Background: an optimization exercise with open tools, aiming at small area, a short achievable clock period and few clock cycles. Do not read the settings as production practice. At most, simulation tests tie the RTL to the original design; equivalence was not proved. Power and IR drop assume default switching activity.

==> flow/design.v <==
module mycpu
  (
   input  logic        clk,
   input  logic        rst_n,
   output logic [15:0] a_out,
   input  logic [15:0] d_in,
   output logic [15:0] d_out,
   input  logic [15:0] io_in,
   output logic        wen_out,
   output logic        iom_out
   );
   function automatic logic [15:0] add16(input logic [15:0] a, input logic [15:0] b,
                                         input logic ci);
      logic [15:0] g, p, gg, pp, gn, pn;
      g = a & b;
      p = a ^ b;
      gg = g; pp = p;
      for (int d = 1; d < 16; d = d * 2) begin
         gn = gg; pn = pp;
         for (int i = d; i < 16; i++) begin
            gn[i] = gg[i] | (pp[i] & gg[i-d]);
            pn[i] = pp[i] & pp[i-d];
         end
         gg = gn; pp = pn;
      end
      add16[0] = p[0] ^ ci;
      for (int i = 1; i < 16; i++)
        add16[i] = p[i] ^ (gg[i-1] | (pp[i-1] & ci));
   endfunction
   function automatic logic [19:0] add20(input logic [19:0] a, input logic [19:0] b,
                                         input logic ci);
      logic [19:0] g, p, gg, pp, gn, pn;
      g = a & b;
      p = a ^ b;
      gg = g; pp = p;
      for (int d = 1; d < 20; d = d * 2) begin
         gn = gg; pn = pp;
         for (int i = d; i < 20; i++) begin
            gn[i] = gg[i] | (pp[i] & gg[i-d]);
            pn[i] = pp[i] & pp[i-d];
         end
         gg = gn; pp = pn;
      end
      add20[0] = p[0] ^ ci;
      for (int i = 1; i < 20; i++)
        add20[i] = p[i] ^ (gg[i-1] | (pp[i-1] & ci));
   endfunction
   function automatic logic [16:0] brow(input logic [2:0] b, input logic [15:0] a);
      logic one, two, neg;
      one = b[1] ^ b[0];
      two = (b[2] & ~b[1] & ~b[0]) | (~b[2] & b[1] & b[0]);
      neg = b[2];
      brow = ({17{one}} & {a[15], a} | {17{two}} & {a, 1'b0}) ^ {17{neg}};
   endfunction
   logic [15:0] pc;                  
   logic [15:0] ar;                  
   logic        started;             
   logic        halted;
   logic        d_valid;
   logic [15:0] d_ir;
   logic        e_valid;
   logic        e_bus;               
   logic        e_wr;                
   logic        e_io;                
   logic        e_add, e_log, e_shr, e_shl, e_mul, e_cin, e_binv, e_fill;
   logic [3:0]  e_lt;                
   logic        e_we, e_ld, e_ior, e_brz, e_brn, e_jmp, e_hal;
   logic [2:0]  e_dr;
   logic [6:0]  e_off;               
   logic [15:0] oa, ob;              
   logic [15:0] ms;                  
   logic        mp;                  
   logic [2:0]  mk;                  
   logic [7:0][15:0] rf;
   wire [6:0] op = d_ir[15:9];
   wire [2:0] f_dr = d_ir[8:6];
   wire [2:0] f_sa = d_ir[5:3];
   wire [2:0] f_sb = d_ir[2:0];
   wire o_mova = op == 7'b0000000, o_inc = op == 7'b0000001, o_add = op == 7'b0000010,
        o_mul  = op == 7'b0000011, o_sra = op == 7'b0000100, o_sub = op == 7'b0000101,
        o_dec  = op == 7'b0000110, o_sla = op == 7'b0000111, o_and = op == 7'b0001000,
        o_or   = op == 7'b0001001, o_xor = op == 7'b0001010, o_not = op == 7'b0001011,
        o_movb = op == 7'b0001100, o_shr = op == 7'b0001101, o_shl = op == 7'b0001110,
        o_usr  = op == 7'b0001111, o_ldi = op == 7'b1001100, o_adi = op == 7'b1000010,
        o_ld   = op == 7'b0010000, o_st  = op == 7'b0100000, o_ior = op == 7'b0010001,
        o_iow  = op == 7'b0100001, o_brz = op == 7'b1100000, o_brn = op == 7'b1100001,
        o_jmp  = op == 7'b1110000;
   wire c_add = o_inc | o_add | o_sub | o_dec | o_adi;
   wire c_log = o_mova | o_usr | o_and | o_or | o_xor | o_not | o_movb | o_ldi;
   wire c_shr = o_sra | o_shr;
   wire c_shl = o_sla | o_shl;
   wire c_we  = c_add | c_log | c_shr | c_shl | o_mul | o_ld | o_ior;
   wire c_bus = o_ld | o_st | o_ior | o_iow;
   wire c_hal = !(c_we | o_st | o_iow | o_brz | o_brn | o_jmp);
   wire       swap  = o_movb | o_shr | o_shl;
   wire [2:0] ra    = swap ? f_sb : f_sa;
   wire b_reg  = o_add | o_sub | o_and | o_or | o_xor | o_mul | o_st | o_iow;
   wire b_imm  = o_adi | o_sra | o_sla;
   wire b_ones = o_dec;
   wire [3:0] lt = o_and ? 4'b1000 : o_or ? 4'b1110 : o_xor ? 4'b0110 :
                   o_not ? 4'b0011 : 4'b1100;
   wire mul_busy = e_valid && e_mul && mk != 3'd4;
   wire e_taken  = e_valid && ((e_brz && oa == 16'h0) || (e_brn && oa[15]) || e_jmp);
   wire e_halt   = e_valid && e_hal;
   wire [15:0] sum = add16(oa, ob ^ {16{e_binv}}, e_cin);
   wire [15:0] lgc = ({16{e_lt[3]}} & oa & ob) | ({16{e_lt[2]}} & oa & ~ob) |
                     ({16{e_lt[1]}} & ~oa & ob) | ({16{e_lt[0]}} & ~oa & ~ob);
   wire [15:0] shr1 = {e_fill & oa[15], oa[15:1]};
   wire [15:0] shr2 = ob[0] ? {e_fill & oa[15], shr1[15:1]} : shr1;
   wire [15:0] shr3 = ob[1] ? {{2{e_fill & oa[15]}}, shr2[15:2]} : shr2;
   wire [15:0] shr  = ob[2] ? {{4{e_fill & oa[15]}}, shr3[15:4]} : shr3;
   wire [15:0] shl1 = {oa[14:0], 1'b0};
   wire [15:0] shl2 = ob[0] ? {shl1[14:0], 1'b0} : shl1;
   wire [15:0] shl3 = ob[1] ? {shl2[13:0], 2'b0} : shl2;
   wire [15:0] shl  = ob[2] ? {shl3[11:0], 4'b0} : shl3;
   wire [15:0] mres = (ms == {16{ob[15]}}) ? ob : (ms[15] ? 16'h8000 : 16'h7fff);
   wire [15:0] alu  = ({16{e_add}} & sum) | ({16{e_log}} & lgc) | ({16{e_shr}} & shr) |
                      ({16{e_shl}} & shl) | ({16{e_mul}} & mres);
   wire [2:0]  bd0 = {ob[1:0], mp};
   wire [2:0]  bd1 = ob[3:1];
   wire [16:0] r0  = brow(bd0, oa);
   wire [16:0] r1  = brow(bd1, oa);
   wire [19:0] x0  = {{4{ms[15]}}, ms};
   wire [19:0] x1  = {{3{r0[16]}}, r0};
   wire [19:0] x2  = {{1{r1[16]}}, r1, {2{bd1[2]}}};
   wire [19:0] cs_s = x0 ^ x1 ^ x2;
   wire [19:0] cs_c = (x0 & x1) | (x0 & x2) | (x1 & x2);
   wire [19:0] mt  = add20(cs_s, {cs_c[18:0], bd1[2]}, bd0[2]);
   wire [15:0] wdata = alu | ({16{e_ld}} & d_in) | ({16{e_ior}} & io_in);
   wire        we    = e_valid && e_we && !mul_busy;
   logic [15:0] rd_a, rd_b;
   always_comb begin
      rd_a = 16'h0;
      rd_b = 16'h0;
      for (int i = 0; i < 8; i++) begin
         rd_a = rd_a | ({16{ra == i}} & rf[i]);
         rd_b = rd_b | ({16{f_sb == i}} & rf[i]);
      end
   end
   wire fwd   = e_valid && e_we && !mul_busy;
   wire [15:0] op_a = o_ldi ? {13'b0, f_sb} : (fwd && e_dr == ra) ? alu : rd_a;
   wire [15:0] op_b = b_reg ? ((fwd && e_dr == f_sb) ? alu : rd_b) :
                      b_imm ? {13'b0, f_sb} : {16{b_ones}};
   wire e_stop = e_taken || e_halt || halted;
   wire adv    = d_valid && !mul_busy && !(e_valid && e_bus) && !e_stop;
   wire fetch  = !mul_busy && !(e_valid && e_bus) && !e_stop && (adv || !d_valid);
   wire [15:0] target  = e_jmp ? oa : pc + {{9{e_off[6]}}, e_off};
   wire [15:0] pc_next = e_taken ? target : fetch ? pc + 16'd1 : pc;
   assign a_out   = ar;
   assign d_out   = ob;
   assign wen_out = !(e_bus && e_wr);
   assign iom_out = e_bus && e_io;
   always_ff @(posedge clk or negedge rst_n)
     if (!rst_n) begin
        pc      <= 16'h0;
        ar      <= 16'h0;
        started <= 1'b0;
        halted  <= 1'b0;
        d_valid <= 1'b0;
        e_valid <= 1'b0;
        e_bus   <= 1'b0;
        e_wr    <= 1'b0;
        e_io    <= 1'b0;
        mk      <= 3'd0;
     end else begin
        started <= 1'b1;
        if (e_halt) halted <= 1'b1;
        pc <= pc_next;
        ar <= (adv && c_bus) ? op_a : pc_next;
        if (e_stop) d_valid <= 1'b0;
        else if (fetch) d_valid <= 1'b1;
        else if (adv) d_valid <= 1'b0;
        if (!mul_busy) e_valid <= adv;
        e_bus <= adv && c_bus;
        e_wr  <= adv && (o_st || o_iow);
        e_io  <= adv && (o_ior || o_iow);
        if (mul_busy) mk <= mk + 3'd1;
        else mk <= 3'd0;
     end
   always_ff @(posedge clk) begin
      if (fetch) d_ir <= d_in;
      if (!mul_busy) begin
         e_add  <= c_add;
         e_log  <= c_log;
         e_shr  <= c_shr;
         e_shl  <= c_shl;
         e_mul  <= o_mul;
         e_cin  <= o_inc | o_sub;
         e_binv <= o_sub;
         e_fill <= o_sra;
         e_lt   <= lt;
         e_we   <= c_we;
         e_ld   <= o_ld;
         e_ior  <= o_ior;
         e_brz  <= o_brz;
         e_brn  <= o_brn;
         e_jmp  <= o_jmp;
         e_hal  <= c_hal;
         e_dr   <= f_dr;
         e_off  <= {f_dr[2], f_dr, f_sb} - 7'd2;
         oa     <= op_a;
         ob     <= op_b;
         ms     <= 16'h0;
         mp     <= 1'b0;
      end else begin
         ob <= {mt[3:0], ob[15:4]};
         ms <= mt[19:4];
         mp <= ob[3];
      end
      for (int i = 0; i < 8; i++)
        if (!started) rf[i] <= 16'h0;
        else if (we && e_dr == i) rf[i] <= wdata;
   end
endmodule
clock: 12.0 ns
lec_check: 0
cap_margin: 20
core_margin: 2
core_utilization: 40
slew_margin: 20
standard.sh (not shown) runs the stock make flow with config.mk's settings and CLKGATE_MAP_FILE= SYNTH_SCRIPT=/design/flow/synth_recipe.tcl, a recipe that flattens the netlist after the stock synthesis.
==> flow/flow/run.sh <==
#!/bin/bash
# Standard layout, with repair_timing aiming for extra setup slack.
set -euo pipefail
bash standard.sh SETUP_SLACK_MARGIN=8 finish > standard.log 2>&1
The baseline produced a clean layout.
Edit:
--- a/flow/design.v
+++ b/flow/design.v
@@ -53,7 +53,6 @@
       brow = ({17{one}} & {a[15], a} | {17{two}} & {a, 1'b0}) ^ {17{neg}};
    endfunction
    logic [15:0] pc;                  
-   logic [15:0] ar;                  
    logic        started;             
    logic        halted;
    logic        d_valid;
@@ -116,11 +115,12 @@
    wire [15:0] mres = (ms == {16{ob[15]}}) ? ob : (ms[15] ? 16'h8000 : 16'h7fff);
    wire [15:0] alu  = ({16{e_add}} & sum) | ({16{e_log}} & lgc) | ({16{e_shr}} & shr) |
                       ({16{e_shl}} & shl) | ({16{e_mul}} & mres);
-   wire [2:0]  bd0 = {ob[1:0], mp};
+   wire [2:0]  bd0 = {ob[1:0], mp && mk != 3'd0};
    wire [2:0]  bd1 = ob[3:1];
    wire [16:0] r0  = brow(bd0, oa);
    wire [16:0] r1  = brow(bd1, oa);
-   wire [19:0] x0  = {{4{ms[15]}}, ms};
+   wire [15:0] sin = (mk == 3'd0) ? 16'h0 : ms;
+   wire [19:0] x0  = {{4{sin[15]}}, sin};
    wire [19:0] x1  = {{3{r0[16]}}, r0};
    wire [19:0] x2  = {{1{r1[16]}}, r1, {2{bd1[2]}}};
    wire [19:0] cs_s = x0 ^ x1 ^ x2;
@@ -144,16 +144,14 @@
    wire e_stop = e_taken || e_halt || halted;
    wire adv    = d_valid && !mul_busy && !(e_valid && e_bus) && !e_stop;
    wire fetch  = !mul_busy && !(e_valid && e_bus) && !e_stop && (adv || !d_valid);
-   wire [15:0] target  = e_jmp ? oa : pc + {{9{e_off[6]}}, e_off};
-   wire [15:0] pc_next = e_taken ? target : fetch ? pc + 16'd1 : pc;
-   assign a_out   = ar;
+   wire [15:0] target = e_jmp ? oa : pc + {{9{e_off[6]}}, e_off};
+   assign a_out   = e_bus ? oa : pc;
    assign d_out   = ob;
    assign wen_out = !(e_bus && e_wr);
    assign iom_out = e_bus && e_io;
    always_ff @(posedge clk or negedge rst_n)
      if (!rst_n) begin
         pc      <= 16'h0;
-        ar      <= 16'h0;
         started <= 1'b0;
         halted  <= 1'b0;
         d_valid <= 1'b0;
@@ -165,8 +163,8 @@
      end else begin
         started <= 1'b1;
         if (e_halt) halted <= 1'b1;
-        pc <= pc_next;
-        ar <= (adv && c_bus) ? op_a : pc_next;
+        if (e_taken) pc <= target;
+        else if (fetch) pc <= pc + 16'd1;
         if (e_stop) d_valid <= 1'b0;
         else if (fetch) d_valid <= 1'b1;
         else if (adv) d_valid <= 1'b0;
@@ -200,8 +198,6 @@
          e_off  <= {f_dr[2], f_dr, f_sb} - 7'd2;
          oa     <= op_a;
          ob     <= op_b;
-         ms     <= 16'h0;
-         mp     <= 1'b0;
       end else begin
          ob <= {mt[3:0], ob[15:4]};
          ms <= mt[19:4];
Area after synthesis came out lower by 5.4%.
Count of clock-buffer cells in the layout came out lower by 4.
Final area came out lower by 4.1%.
Synthesized cell count came out lower by 4.3%.
Global-route usage came out higher by 0.82 points.
Cell count came out lower by 2.9%.
Clock skew came out lower by 0.0081 ns.
No run of this note included a check of the RTL's function; only the layout flow was run.


mycpu, a different RTL version from the one above (not shown whole).
For scale: ~1700 cells after synthesis, roughly 68 I/O pins, roughly 0.018 mm² of cells after synthesis.
export LEC_CHECK = 0
export CAP_MARGIN = 20
export CORE_MARGIN = 2
export CORE_UTILIZATION = 40
export SLEW_MARGIN = 20
create_clock -name core_clock -period 12.0 [get_ports {clk}]
==> flow/flow/run.sh <==
#!/bin/bash
# Standard layout; port buffers are buf_2 cells and repair_timing aims for extra setup slack.
set -euo pipefail
bash standard.sh "BUFFER_PORTS_ARGS=-buffer_cell sky130_fd_sc_hd__buf_2" SETUP_SLACK_MARGIN=8.5 finish > standard.log 2>&1
The first run completed with no timing, DRC or antenna violations.
==> next run, changes <==
--- a/flow/design.v
+++ b/flow/design.v
@@ -57,24 +57,24 @@
    logic [15:0] ar;                  
    logic        started;             
    logic        halted;
    logic        d_valid;
    logic [15:0] d_ir;
    logic [2:0]  d_ra;                
    logic        d_ldi, d_breg, d_bimm, d_bones;
+   logic        d_brc;               
    logic        e_valid;
    logic        e_bus;               
    logic        e_wr;                
    logic        e_io;                
    logic        e_add, e_log, e_shr, e_shl, e_mul, e_cin, e_binv, e_fill;
    logic [3:0]  e_lt;                
-   logic        e_we, e_ld, e_ior, e_brz, e_brn, e_jmp, e_hal;
+   logic        e_we, e_ld, e_ior, e_br, e_cond, e_hal;
    logic [2:0]  e_dr;
    logic [2:0]  e_sh;                
-   logic [6:0]  e_off;               
    logic [15:0] oa, ob;              
    logic [15:0] dout;                
    logic [5:0]  bc;                  
    logic [2:0]  mk;                  
    logic [7:0][15:0] rf;
    wire [6:0] op = d_ir[15:9];
    wire [2:0] f_dr = d_ir[8:6];
@@ -101,15 +101,15 @@
    wire [6:0] n_op   = d_in[15:9];
    wire       n_swap = n_op == 7'b0001100 || n_op == 7'b0001101 || n_op == 7'b0001110;
    wire       n_breg = n_op == 7'b0000010 || n_op == 7'b0000101 || n_op == 7'b0001000 ||
                        n_op == 7'b0001001 || n_op == 7'b0001010 || n_op == 7'b0000011 ||
                        n_op == 7'b0100000 || n_op == 7'b0100001;
    wire       n_bimm = n_op == 7'b1000010 || n_op == 7'b0000100 || n_op == 7'b0000111;
    wire mul_busy = e_valid && e_mul && mk != 3'd4;
-   wire e_taken  = e_valid && ((e_brz && oa == 16'h0) || (e_brn && oa[15]) || e_jmp);
+   wire e_taken  = e_valid && e_br && e_cond;
    wire e_halt   = e_valid && e_hal;
    wire e_inb    = e_valid && (e_ld || e_ior);    
    wire [15:0] sum = add16(oa, ob ^ {16{e_binv}}, e_cin);
    wire [15:0] lgc = ({16{e_lt[3]}} & oa & ob) | ({16{e_lt[2]}} & oa & ~ob) |
                      ({16{e_lt[1]}} & ~oa & ob) | ({16{e_lt[0]}} & ~oa & ~ob);
    wire        fill = e_fill & oa[15];
    wire [15:0] shr1 = {fill, oa[15:1]};
@@ -135,23 +135,25 @@
    wire we = e_valid && e_we && !mul_busy && !e_inb;
    wire [15:0] wd0 = alu & {16{started}};
    wire [15:0] rd_a = rf[d_ra];
    wire [15:0] rd_b = rf[f_sb];
    wire fwd   = e_valid && e_we && !mul_busy && !e_inb;
    wire fwd_a = fwd && e_dr == d_ra;
    wire fwd_b = fwd && e_dr == f_sb;
-   wire [15:0] op_a = d_ldi ? {13'b0, f_sb} : fwd_a ? alu : rd_a;
+   wire [6:0]  offm = {f_dr[2], f_dr, f_sb} - 7'd1;
+   wire [15:0] op_a = d_ldi ? {13'b0, f_sb} : d_brc ? pc : fwd_a ? alu : rd_a;
    wire [15:0] op_b = d_breg ? (fwd_b ? alu : rd_b) :
-                      d_bimm ? {13'b0, f_sb} : {16{d_bones}};
-   wire mul_wait = o_mul && fwd_b;
+                      d_bimm ? {13'b0, f_sb} : d_brc ? {{9{offm[6]}}, offm} : {16{d_bones}};
+   wire ra_zero = rd_a == 16'h0;
+   wire ra_neg  = fwd_a ? alu[15] : rd_a[15];
+   wire mul_wait = (o_mul && fwd_b) || (o_brz && fwd_a);
    wire e_stop = e_taken || e_halt || halted;
    wire adv    = d_valid && !mul_busy && !(e_valid && e_bus) && !e_stop && !mul_wait;
    wire fetch  = !mul_busy && !(e_valid && e_bus) && !e_stop && (adv || !d_valid);
-   wire [15:0] target  = e_jmp ? oa : pc + {{9{e_off[6]}}, e_off};
-   wire [15:0] pc_next = e_taken ? target : fetch ? pc + 16'd1 : pc;
+   wire [15:0] pc_next = e_taken ? sum : fetch ? pc + 16'd1 : pc;
    assign a_out   = ar;
    assign d_out   = dout;
    assign wen_out = !e_wr;
    assign iom_out = e_io;
    always_ff @(posedge clk or negedge rst_n)
      if (!rst_n) begin
         pc      <= 16'h0;
@@ -183,51 +185,48 @@
       if (fetch) begin
          d_ir    <= d_in;
          d_ra    <= n_swap ? d_in[2:0] : d_in[5:3];
          d_ldi   <= n_op == 7'b1001100;
          d_breg  <= n_breg;
          d_bimm  <= n_bimm;
          d_bones <= n_op == 7'b0000110;
+         d_brc   <= n_op == 7'b1100000 || n_op == 7'b1100001;
       end
       if (mul_busy) dout <= mt[19:4];
       else dout <= op_b & {16{!o_mul}};
       if (e_inb) begin
          e_add  <= 1'b0;
          e_log  <= 1'b1;
          e_shr  <= 1'b0;
          e_shl  <= 1'b0;
          e_mul  <= 1'b0;
          e_lt   <= 4'b1100;
          e_ld   <= 1'b0;
          e_ior  <= 1'b0;
-         e_brz  <= 1'b0;
-         e_brn  <= 1'b0;
-         e_jmp  <= 1'b0;
+         e_br   <= 1'b0;
          e_hal  <= 1'b0;
          oa     <= e_ior ? io_in : d_in;
       end else if (!mul_busy) begin
-         e_add  <= c_add;
+         e_add  <= c_add || o_brz || o_brn || o_jmp;
          e_log  <= c_log;
          e_shr  <= c_shr;
          e_shl  <= c_shl;
          e_mul  <= o_mul;
          e_cin  <= o_inc | o_sub;
          e_binv <= o_sub;
          e_fill <= o_sra;
          e_lt   <= lt;
          e_we   <= c_we;
          e_ld   <= o_ld;
          e_ior  <= o_ior;
-         e_brz  <= o_brz;
-         e_brn  <= o_brn;
-         e_jmp  <= o_jmp;
+         e_br   <= o_brz || o_brn || o_jmp;
+         e_cond <= o_jmp || (o_brz && ra_zero) || (o_brn && ra_neg);
          e_hal  <= c_hal;
          e_dr   <= f_dr;
          e_sh   <= (o_sra || o_sla) ? f_sb : 3'd0;
-         e_off  <= {f_dr[2], f_dr, f_sb} - 7'd2;
          oa     <= op_a;
          ob     <= op_b;
          bc     <= {benc(rd_b[3:1]), benc({rd_b[1:0], 1'b0})};
       end else begin
          ob <= {mt[3:0], ob[15:4]};
          bc <= {benc(ob[7:5]), benc(ob[5:3])};
       end
The new run completed without violations.
Sequential power fell by 19%.
Flip-flop and latch count falls by 7.
Worst hold slack barely changes.
Register-to-register slack gets worse by 0.09 ns.
Utilization came out lower by 0.35 points.
Worst setup slack got worse by 0.089 ns.
Via count falls by 3.8%.
Wire length goes up by 1.1%.
Testbench counts after the change, summed over its fixed seeds: cycles 273,451.
The RTL of the first run of this note was laid out without a check of its function.

==> what the ideal ports hide <==
Ports are ideal in the flow. The routed layouts listed here were re-timed in OpenROAD. Step 1 (the two cells are an assumption about what drives the block):
set clk [get_ports {clk}]
set_driving_cell -lib_cell sky130_fd_sc_hd__clkbuf_16 $clk
set_driving_cell -lib_cell sky130_fd_sc_hd__buf_2 [delete_from_list [all_inputs] $clk]
Step 2 adds t to the input delays and takes it off the output delays; t is the mean of the earliest and latest rising clock arrival at the registers after step 1. Input paths then give back, and output paths get back, about the clock's delay inside the block. a / b / c = no drivers / after step 1 / after step 2; a / b = the first two.
run | t, ns | setup WS [ns] | hold WS [ns] | clock arrival spread, ns | worst data-port slew with drivers (ns)
the first run of note 1 | 0.609 | 8.033 / 7.982 / 7.828 | 0.478 / 0.478 / 0.478 | 0.027 / 0.027 | 0.04
the second run of note 1 | 0.635 | 7.722 / 7.667 / 7.897 | 0.503 / 0.503 / 0.503 | 0.017 / 0.018 | 0.05
the first run of note 2 | 0.587 | 8.391 / 8.391 / 8.318 | 0.463 / 0.463 / 0.463 | 0.028 / 0.027 | 0.03
the second run of note 2 | 0.631 | 8.301 / 8.301 / 8.301 | 0.463 / 0.463 / 0.463 | 0.051 / 0.050 | 0.05
After both steps every run listed still meets setup and hold. For the first run of note 1, which loses most, drivers alone change the setup slack by -0.051 ns; drivers and shift together by -0.205 ns.
